This is an optimization exercise on Yosys and OpenROAD, whose aim is small area, not a production implementation. At most, simulation tests tie the RTL to the original design; equivalence was not proved.

==> flow/design.v <==
`timescale 1ns / 1ps
`default_nettype none
`timescale 1ns / 1ps
`default_nettype none
`timescale 1ns / 1ps
`default_nettype none
module pong (
    input wire clk,
    input wire rst,
    input wire [9:0] hpos,
    input wire [9:0] vpos,
    input wire p1_btup,
    input wire p1_btdown,
    input wire p2_btup,
    input wire p2_btdown,
    input wire p1_auto,
    input wire p2_auto,
    output wire [7:0] r,
    output wire [7:0] g,
    output wire [7:0] b,
    output wire hs,
    output wire vs
    );
    reg [3:0] s1, s2;        
    reg [8:0] p1, p2;        
    reg [9:0] bx;            
    reg [8:0] by;            
    reg dxn, dyn;            
    reg [3:0] dl;            
    wire [9:0] h = hpos;
    wire [9:0] v = vpos;
    assign hs = ~(h >= 10'd656 && h < 10'd752);
    assign vs = ~(v >= 10'd491 && v < 10'd493);
    wire act = (h < 10'd640) && (v < 10'd480);
    wire sel = v[8] & v[7] & v[6] & v[5];
    wire right = bx >= 10'd320;
    wire [9:0] A = sel ? {1'b0, by} : v;
    wire [8:0] P = (sel ? right : h[9]) ? p2 : p1;
    wire [10:0] S = {1'b0, A} - {2'b0, P};
    wire on = S[10:5] == 6'd0;
    wire stick1 = on && (h[9:3] == 7'd1);
    wire stick2 = on && (h[9:3] == 7'd78);
    wire [9:0] BX = sel ? {{9{dxn}}, 1'b1} : ~h;
    wire [9:0] BY = sel ? {{9{dyn}}, 1'b1} : ~v;
    wire [10:0] U = {1'b0, bx} + {1'b0, BX};
    wire [10:0] W = {2'b0, by} + {1'b0, BY};
    wire ball = (U[10:2] == 9'h0FF) && (W[10:2] == 9'h0FF);
    wire border = (v == 10'd0) || (v == 10'd479) || (h == 10'd320 && v[2]);
    wire [7:0] hq = h[9:2];
    wire [7:0] vq = v[9:2];
    wire rA = (vq == 8'd2);
    wire rBF = (vq >= 8'd3 && vq < 8'd7);
    wire rG = (vq == 8'd7);
    wire rCE = (vq >= 8'd8 && vq < 8'd12);
    wire rD = (vq == 8'd12);
    wire cL1 = (hq == 8'd66);
    wire cM1 = (hq >= 8'd67 && hq < 8'd71);
    wire cR1 = (hq == 8'd71);
    wire cL2 = (hq == 8'd88);
    wire cM2 = (hq >= 8'd89 && hq < 8'd93);
    wire cR2 = (hq == 8'd93);
    wire [6:0] g1, g2;    
    assign g1[6] = ~(s1[3] & s1[1] | ~s1[3] & ~s1[2] & ~s1[1] & s1[0] | s1[2] & ~s1[1] & ~s1[0]);
    assign g1[5] = ~(s1[3] & s1[1] | s1[2] & (s1[1] ^ s1[0]));
    assign g1[4] = ~(s1[1] & (s1[3] | ~s1[2] & ~s1[0]));
    assign g1[3] = ~(s1[3] & s1[1] | ~s1[3] & ~s1[2] & ~s1[1] & s1[0] | s1[2] & ~s1[1] & ~s1[0] | s1[2] & s1[1] & s1[0]);
    assign g1[2] = ~s1[0] & (~s1[2] | s1[1]) & ~(s1[3] & s1[1]);
    assign g1[1] = ~(s1[3] & s1[1]) & (~s1[1] & ~s1[0] & ~(~s1[3] & ~s1[2]) | s1[2] & ~s1[1] | s1[2] & ~s1[0] | s1[3] | ~s1[3] & ~s1[2] & ~s1[1] & ~s1[0]);
    assign g1[0] = ~(s1[3] & s1[1]) & ((s1[3] | s1[2] | s1[1]) & ~(s1[2] & s1[1] & s1[0]));
    assign g2[6] = ~(s2[3] & s2[1] | ~s2[3] & ~s2[2] & ~s2[1] & s2[0] | s2[2] & ~s2[1] & ~s2[0]);
    assign g2[5] = ~(s2[3] & s2[1] | s2[2] & (s2[1] ^ s2[0]));
    assign g2[4] = ~(s2[1] & (s2[3] | ~s2[2] & ~s2[0]));
    assign g2[3] = ~(s2[3] & s2[1] | ~s2[3] & ~s2[2] & ~s2[1] & s2[0] | s2[2] & ~s2[1] & ~s2[0] | s2[2] & s2[1] & s2[0]);
    assign g2[2] = ~s2[0] & (~s2[2] | s2[1]) & ~(s2[3] & s2[1]);
    assign g2[1] = ~(s2[3] & s2[1]) & (~s2[1] & ~s2[0] & ~(~s2[3] & ~s2[2]) | s2[2] & ~s2[1] | s2[2] & ~s2[0] | s2[3] | ~s2[3] & ~s2[2] & ~s2[1] & ~s2[0]);
    assign g2[0] = ~(s2[3] & s2[1]) & ((s2[3] | s2[2] | s2[1]) & ~(s2[2] & s2[1] & s2[0]));
    wire sc1 = (cM1 & (rA & g1[6] | rG & g1[0] | rD & g1[3])) |
               (cR1 & (rBF & g1[5] | rCE & g1[4])) |
               (cL1 & (rBF & g1[1] | rCE & g1[2]));
    wire sc2 = (cM2 & (rA & g2[6] | rG & g2[0] | rD & g2[3])) |
               (cR2 & (rBF & g2[5] | rCE & g2[4])) |
               (cL2 & (rBF & g2[1] | rCE & g2[2]));
    reg [5:0] c;    
    always @* begin
        if (!act)        c = 6'b00_00_00;
        else if (ball)   c = 6'b11_11_00;
        else if (sc1)    c = 6'b11_10_10;
        else if (sc2)    c = 6'b10_10_11;
        else if (stick2) c = 6'b00_00_11;
        else if (stick1) c = 6'b10_00_00;
        else if (border) c = 6'b11_11_11;
        else             c = 6'b00_10_00;
    end
    assign r = {c[5], {7{c[4]}}};
    assign g = {c[3], {7{c[2]}}};
    assign b = {c[1], {7{c[0]}}};
    wire up = S[10] | (S[9:0] < 10'd10);
    wire dn = ~S[10] & (S[9:0] >= 10'd21);
    wire p1u = p1_auto ? (~right & up) : p1_btup;
    wire p1d = p1_auto ? (~right & dn) : p1_btdown;
    wire p2u = p2_auto ? (right & up) : p2_btup;
    wire p2d = p2_auto ? (right & dn) : p2_btdown;
    wire ups = (v == 10'd480) && (h[9:2] == 8'd0);
    wire upb = (v == 10'd481) && (h[9:3] == 7'd0) && (h[2:0] <= dl[3:1]);
    wire over = bx[9] & bx[7];                      
    wire win = (s1[3] & s1[0]) | (s2[3] & s2[0]);   
    wire wall = (by == 9'd1 && dyn) || (by == 9'd475 && !dyn);
    wire hit1 = (bx == 10'd17) && on && dxn;
    wire hit2 = (bx == 10'd620) && on && !dxn;
    wire pedge = up | dn;
    wire dec1 = ups & p1u & (p1 != 9'd0);
    wire inc1 = ups & p1d & ~(p1u & (p1 != 9'd0)) & ~(p1[8] & p1[7] & p1[6]);
    wire dec2 = ups & p2u & (p2 != 9'd0);
    wire inc2 = ups & p2d & ~(p2u & (p2 != 9'd0)) & ~(p2[8] & p2[7] & p2[6]);
    wire [8:0] t1, t2;
    assign t1[0] = dec1 | inc1;
    assign t2[0] = dec2 | inc2;
    genvar k;
    generate for (k = 1; k < 9; k = k + 1) begin : pt
        assign t1[k] = t1[k-1] & (p1[k-1] ^ dec1);
        assign t2[k] = t2[k-1] & (p2[k-1] ^ dec2);
    end endgenerate
    wire start = over & p1_btup & p2_btdown;
    wire pt2 = ~over & ~win & (bx == 10'd1);                  
    wire pt1 = ~over & ~win & ~pt2 & (bx == 10'd635);         
    wire play = ~over & ~win & ~pt1 & ~pt2;
    wire bounce = play & wall;
    wire ret = play & ~wall & (hit1 | hit2);
    wire step = upb & play & ~wall & ~(hit1 | hit2);
    wire serve = upb & (start | pt1 | pt2);
    always @(posedge clk) begin
        if (rst) begin
            s1 <= 4'hF;
            s2 <= 4'hF;
            p1 <= 9'd240;
            p2 <= 9'd240;
            bx <= 10'd640;
            by <= 9'd240;
            dxn <= 1'b0;
            dyn <= 1'b0;
            dl <= 4'd1;
        end else begin
            p1 <= p1 ^ t1;
            p2 <= p2 ^ t2;
            if (serve) begin
                bx <= 10'd320;
                by <= 9'd240;
                dxn <= pt2;
                dyn <= 1'b0;
                dl <= 4'd1;
            end else if (upb & ~over & win) begin
                bx <= 10'd640;
            end else begin
                if (step) begin
                    bx <= U[9:0];
                    by <= W[8:0];
                end
                if (upb & bounce)
                    dyn <= ~dyn;
                if (upb & ret) begin
                    if (dl != 4'd15)
                        dl <= dl + 4'd1;
                    dxn <= hit2;
                    if (pedge)
                        dyn <= 1'b1;
                end
            end
            if (upb & start) begin
                s1 <= 4'd0;
                s2 <= 4'd0;
            end
            if (upb & pt1)
                s1 <= s1 + 4'd1;
            if (upb & pt2)
                s2 <= s2 + 4'd1;
        end
    end
endmodule
clock: 8.0 ns
lec_check: 0
cap_margin: 20
core_margin: 2
core_utilization: 40
slew_margin: 20
run.sh (not shown) runs the stock make flow with config.mk's settings and CLKGATE_MAP_FILE= SYNTH_SCRIPT=/design/flow/synth_recipe.tcl, a recipe that flattens the netlist after the stock synthesis.
==> next run, changes <==
--- a/flow/design.v
+++ b/flow/design.v
@@ -95,6 +95,6 @@
     assign g = {c[3], {7{c[2]}}};
     assign b = {c[1], {7{c[0]}}};
-    wire up = S[10] | (S[9:0] < 10'd10);
-    wire dn = ~S[10] & (S[9:0] >= 10'd21);
+    wire up = $signed(S) < 11'sd10;
+    wire dn = $signed(S) >= 11'sd21;
     wire p1u = p1_auto ? (~right & up) : p1_btup;
     wire p1d = p1_auto ? (~right & dn) : p1_btdown;
- fmax is higher by about 1.3%
- sequential share of layout area is higher by 0.32 points
- cell count is lower by about 1.3%
- global-route usage is lower by 0.88 points
- count of clock-buffer cells in the layout is higher by 1
- final area is lower by 1.9%
- register-to-register slack improves by 0.15 ns
The RTL of the second run of this note was laid out without a check of its function.

-- port drivers added, routing unchanged --
No port has a modelled driver above. Below, the same layouts with a new extraction and two added sets of constraints. Step 1 assumes that a clkbuf_16 drives the clock port and a buf_2 every other input. Step 2 moves the port delays by t, midway between the first and last clock arrival at a register: inputs arrive t later, outputs are due t later. That takes back most of the time a late clock gives input paths. Three values: ideal, step 1, step 2; two values: the first two.
run	t (ns)	setup WS [ns]	hold slack, ns	clock arrival spread, ns	worst register clock-pin slew, ns
the first run	0.342	0.246 / 0.221 / 0.221	0.537 / 0.537 / 0.537	0.008 / 0.008	0.07 / 0.07
the second run	0.339	0.347 / 0.323 / 0.323	0.502 / 0.502 / 0.502	0.008 / 0.009	0.08 / 0.08
After both steps every run listed still meets setup and hold. The setup slack of the first run, which loses most, moves by -0.025 ns with the drivers and by -0.025 ns with both steps.
